This design comes from an exercise in tuning for small area on the open sky130 flow, not from production work. In this exercise RTL edits were held to simulation tests only and were not proved equivalent to the original. Power figures rest on the tool's default switching activity, not on a simulated workload.

==> module sync, before the edit <==
module sync(input clk, rst, output hsync, vsync, output [8:0] cdist, rdist,
	output cleft, rtop, output indisplayinterval);
reg pclk;
reg [8:0] cdist_r, rdist_r;
reg cright, rbottom;
assign cdist = cdist_r ^ 9'd320;
assign rdist = rdist_r ^ 9'd240;
assign cleft = ~cright;
assign rtop = ~rbottom;
wire hsync_done = ~cleft & cdist[8] & cdist[7] & cdist[6] & cdist[5];
wire vsync_done = ~rtop & rdist[8] & rdist[4] & rdist[3] & rdist[2] & rdist[0];
wire cdist_one = (cdist == 9'd1);
wire rdist_one = (rdist == 9'd1);
wire col_zero = cleft & cdist[8] & cdist[6];
always @(posedge clk or posedge rst)
begin
	if (rst)
		pclk <= 1'b0;
	else
		pclk <= ~pclk;
end
always @(posedge clk or posedge rst)
begin
	if (rst) begin
		cright <= 1'b0;
		cdist_r <= 9'd0;    
		rbottom <= 1'b0;
		rdist_r <= 9'd0;    
	end else if (!pclk) begin
		if (hsync_done) begin
			cright <= 1'b0;
			cdist_r <= 9'd0;
			if (rtop) begin
				rdist_r <= (rdist - 9'd1) ^ 9'd240;
				rbottom <= rdist_one;
			end else if (vsync_done) begin
				rbottom <= 1'b0;
				rdist_r <= 9'd0;
			end else
				rdist_r <= (rdist + 9'd1) ^ 9'd240;
		end else if (cleft) begin
			cdist_r <= (cdist - 9'd1) ^ 9'd320;
			cright <= cdist_one;
		end else
			cdist_r <= (cdist + 9'd1) ^ 9'd320;
	end
end
assign hsync = ~cleft && (cdist >= 9'd337) && (cdist <= 9'd384);
assign vsync = ~rtop && (col_zero ? ((rdist >= 9'd251) && (rdist <= 9'd283)) : ((rdist >= 9'd250) && (rdist <= 9'd282)));
assign indisplayinterval = (cleft || (cdist < 9'd320)) && (rtop || (rdist < 9'd240));
endmodule
clock: 20.0 ns
lec_check: 0
abc_area: 1
cap_margin: 0
core_margin: 2
core_utilization: 40
slew_margin: 0
standard.sh (not shown) runs the stock make flow with config.mk's settings and CLKGATE_MAP_FILE= SYNTH_SCRIPT=/design/flow/synth_recipe.tcl, a recipe that flattens the netlist after the stock synthesis.
==> flow/flow/run.sh <==
#!/bin/bash
# Layout flow: the standard synthesis, then the combinational logic between the
# registers is re-optimised and re-mapped for area with ABC (registers, their names
# and cells are kept as the standard synthesis made them; several ABC seeds are
# tried and the smallest result is kept), then the standard ORFS steps from
# floorplan to finish, with the port buffers made of the smallest buffer and a
# small clock tree.
set -euo pipefail
HERE=$(pwd)
export BUFFER_PORTS_ARGS="-buffer_cell sky130_fd_sc_hd__buf_1"
export CTS_ARGS="-buf_list sky130_fd_sc_hd__clkbuf_4 -root_buf sky130_fd_sc_hd__clkbuf_4 -sink_clustering_enable -sink_clustering_size 8 -sink_clustering_max_diameter 60 -dont_use_dummy_load -repair_clock_nets"

bash standard.sh synth > log_synth.txt 2>&1

RES=$HERE/orfs/results/$FLOW_PLATFORM/top/base
LIB=$FLOW_HOME/platforms/sky130hd/lib/sky130_fd_sc_hd__tt_025C_1v80.lib
cp $RES/1_2_yosys.v $HERE/std_synth.v
DONT=$(grep -o "cell *( *\"\?sky130_fd_sc_hd__[a-z0-9_]*" $LIB | grep -o "sky130_fd_sc_hd__[a-z0-9_]*" | grep -E "probe|lpflow|clkdly|dlygate|dlymetal|clkbuf|clkinv|einv|ebuf|sparecell|__fa_|__ha_|__fah" | sed "s/^/-dont_use /" | tr "\n" " ")

remap() {
  local S=$1
  local SEED=${S%_*} MAP=${S#*_}
  if [ "$MAP" = m ]; then MAPCMD="amap -m"; else MAPCMD="amap"; fi
  sed -e "s/SEED/$SEED/" -e "s/MAPCMD/$MAPCMD/" $HERE/flow/remap.abc > $HERE/remap_$S.abc
  cat > remap_$S.ys <<EOT
read_liberty -ignore_miss_func $LIB
setattr -mod -set blackbox 1 sky130_fd_sc_hd__df* sky130_fd_sc_hd__conb*
read_verilog $HERE/std_synth.v
hierarchy -top $FLOW_TOP
flatten
opt_clean -purge
tee -o $HERE/stat_before.txt stat -liberty $LIB
abc -liberty $LIB $DONT -script $HERE/remap_$S.abc
opt_clean -purge
write_verilog -noattr $HERE/remap_raw_$S.v
design -reset
read_liberty -lib $LIB
read_verilog $HERE/remap_raw_$S.v
hierarchy -top $FLOW_TOP
check -assert
splitnets
opt_clean -purge
hilomap -hicell sky130_fd_sc_hd__conb_1 HI -locell sky130_fd_sc_hd__conb_1 LO
insbuf -buf sky130_fd_sc_hd__buf_1 A X
opt_clean -purge
check -assert -mapped
tee -o $HERE/stat_after_$S.txt stat -liberty $LIB
write_verilog -noattr -noexpr -nohex -nodec $HERE/remapped_$S.v
EOT
  yosys remap_$S.ys > log_remap_$S.txt 2>&1 || true
}

SEEDS=$(for i in $(seq 0 23); do echo -n "${i}_a ${i}_m "; done)
for S in $SEEDS; do
  remap $S &
  while [ $(jobs -r | wc -l) -ge 4 ]; do sleep 1; done
done
wait

# candidates from smallest to largest; keep the first that is proven equivalent
# to the standard netlist (registers matched by name; the combinational cells'
# own names are hidden so that only ports and registers are matched)
for S in $SEEDS; do
  [ -f $HERE/remapped_$S.v ] || continue
  A=$(grep "Chip area" $HERE/stat_after_$S.txt | awk '{print $NF}')
  echo "$A $S"
done | sort -n > $HERE/remap_areas.txt
BEST=""
while read A S; do
  cat > equiv_$S.ys <<EOT
read_liberty -ignore_miss_func $LIB
read_verilog $HERE/std_synth.v
rename $FLOW_TOP gold
read_verilog $HERE/remapped_$S.v
rename $FLOW_TOP gate
hierarchy -check
rename -hide gold/w:_* gate/w:_*
rename -hide gold/c:_* gate/c:_*
flatten
opt_clean
async2sync
equiv_make gold gate eq
hierarchy -top eq
equiv_simple -undef
equiv_induct -undef
equiv_status -assert
EOT
  if yosys equiv_$S.ys < /dev/null > log_equiv_$S.txt 2>&1; then BEST=$S; break; fi
done < $HERE/remap_areas.txt
if [ -n "$BEST" ]; then
  echo "chosen $BEST" >> $HERE/remap_areas.txt
  cp $HERE/remapped_$BEST.v $HERE/remapped.v
else
  echo "no candidate proven, keeping the standard netlist" >> $HERE/remap_areas.txt
  cp $HERE/std_synth.v $HERE/remapped.v
fi

cp $HERE/remapped.v $RES/1_2_yosys.v
rm -f $RES/1_synth.odb $RES/1_synth.sdc
bash standard.sh finish > log_finish.txt 2>&1
Other scripts of this flow, unchanged in this note and not shown: flow/flow/remap.abc
Next try:
--- a/flow/design.v
+++ b/flow/design.v
@@ -1,12 +1,6 @@
-module sync(input clk, rst, output hsync, vsync, output [8:0] cdist, rdist,
-	output cleft, rtop, output indisplayinterval);
+module sync(input clk, rst, output hsync, vsync, output reg [8:0] cdist, rdist,
+	output reg cleft, rtop, output indisplayinterval);
 reg pclk;
-reg [8:0] cdist_r, rdist_r;
-reg cright, rbottom;
-assign cdist = cdist_r ^ 9'd320;
-assign rdist = rdist_r ^ 9'd240;
-assign cleft = ~cright;
-assign rtop = ~rbottom;
 wire hsync_done = ~cleft & cdist[8] & cdist[7] & cdist[6] & cdist[5];
 wire vsync_done = ~rtop & rdist[8] & rdist[4] & rdist[3] & rdist[2] & rdist[0];
 wire cdist_one = (cdist == 9'd1);
@@ -22,27 +16,27 @@
 always @(posedge clk or posedge rst)
 begin
 	if (rst) begin
-		cright <= 1'b0;
-		cdist_r <= 9'd0;    
-		rbottom <= 1'b0;
-		rdist_r <= 9'd0;    
+		cleft <= 1'b1;
+		cdist <= 9'd320;    
+		rtop <= 1'b1;
+		rdist <= 9'd240;    
 	end else if (!pclk) begin
 		if (hsync_done) begin
-			cright <= 1'b0;
-			cdist_r <= 9'd0;
+			cleft <= 1'b1;
+			cdist <= 9'd320;
 			if (rtop) begin
-				rdist_r <= (rdist - 9'd1) ^ 9'd240;
-				rbottom <= rdist_one;
+				rdist <= rdist - 9'd1;
+				rtop <= ~rdist_one;
 			end else if (vsync_done) begin
-				rbottom <= 1'b0;
-				rdist_r <= 9'd0;
+				rtop <= 1'b1;
+				rdist <= 9'd240;
 			end else
-				rdist_r <= (rdist + 9'd1) ^ 9'd240;
+				rdist <= rdist + 9'd1;
 		end else if (cleft) begin
-			cdist_r <= (cdist - 9'd1) ^ 9'd320;
-			cright <= cdist_one;
+			cdist <= cdist - 9'd1;
+			cleft <= ~cdist_one;
 		end else
-			cdist_r <= (cdist + 9'd1) ^ 9'd320;
+			cdist <= cdist + 9'd1;
 	end
 end
 assign hsync = ~cleft && (cdist >= 9'd337) && (cdist <= 9'd384);
- synthesized area rose by 1.1%
- hold slack is better by 0.014 ns
- via count rose by 2.1%
- clock-buffer cell count stays the same
- clock skew fell by 0.0073 ns
- core utilization fell by 1.3 points
- combinational power rose by 100%
- die area rose by 1.0%
- sequential share of layout area rose by 0.12 points

==> afterwards: timing with drivers on the ports <==
No port has a modelled driver above. Below, the same layouts with a new extraction and two added sets of constraints. Step 1 (the two cells are an assumption about what drives the block):
set clk [get_ports {clk}]
set_driving_cell -lib_cell sky130_fd_sc_hd__clkbuf_16 $clk
set_driving_cell -lib_cell sky130_fd_sc_hd__buf_2 [delete_from_list [all_inputs] $clk]
Step 2 adds t to the input delays and takes it off the output delays; t is the mean of the earliest and latest rising clock arrival at the registers after step 1. Input paths then give back, and output paths get back, about the clock's delay inside the block. a / b / c = ideal ports / drivers / drivers and shift; a / b = the first two.
| run | shift t [ns] | setup WS [ns] | latest minus earliest clock arrival (ns) | worst data-port slew with drivers (ns) | pins driven straight from the clock port |
|---|---|---|---|---|---|
| the first run | 0.358 | 11.065 / 11.044 / 11.044 | 0.026 / 0.027 | 0.03 | 1 |
| the second run | 0.355 | 10.917 / 10.897 / 10.897 | 0.019 / 0.019 | 0.03 | 1 |
After both steps setup and hold are still met in every run listed. The setup slack of the first run, which loses most, moves by -0.021 ns with the drivers and by -0.021 ns with both steps.
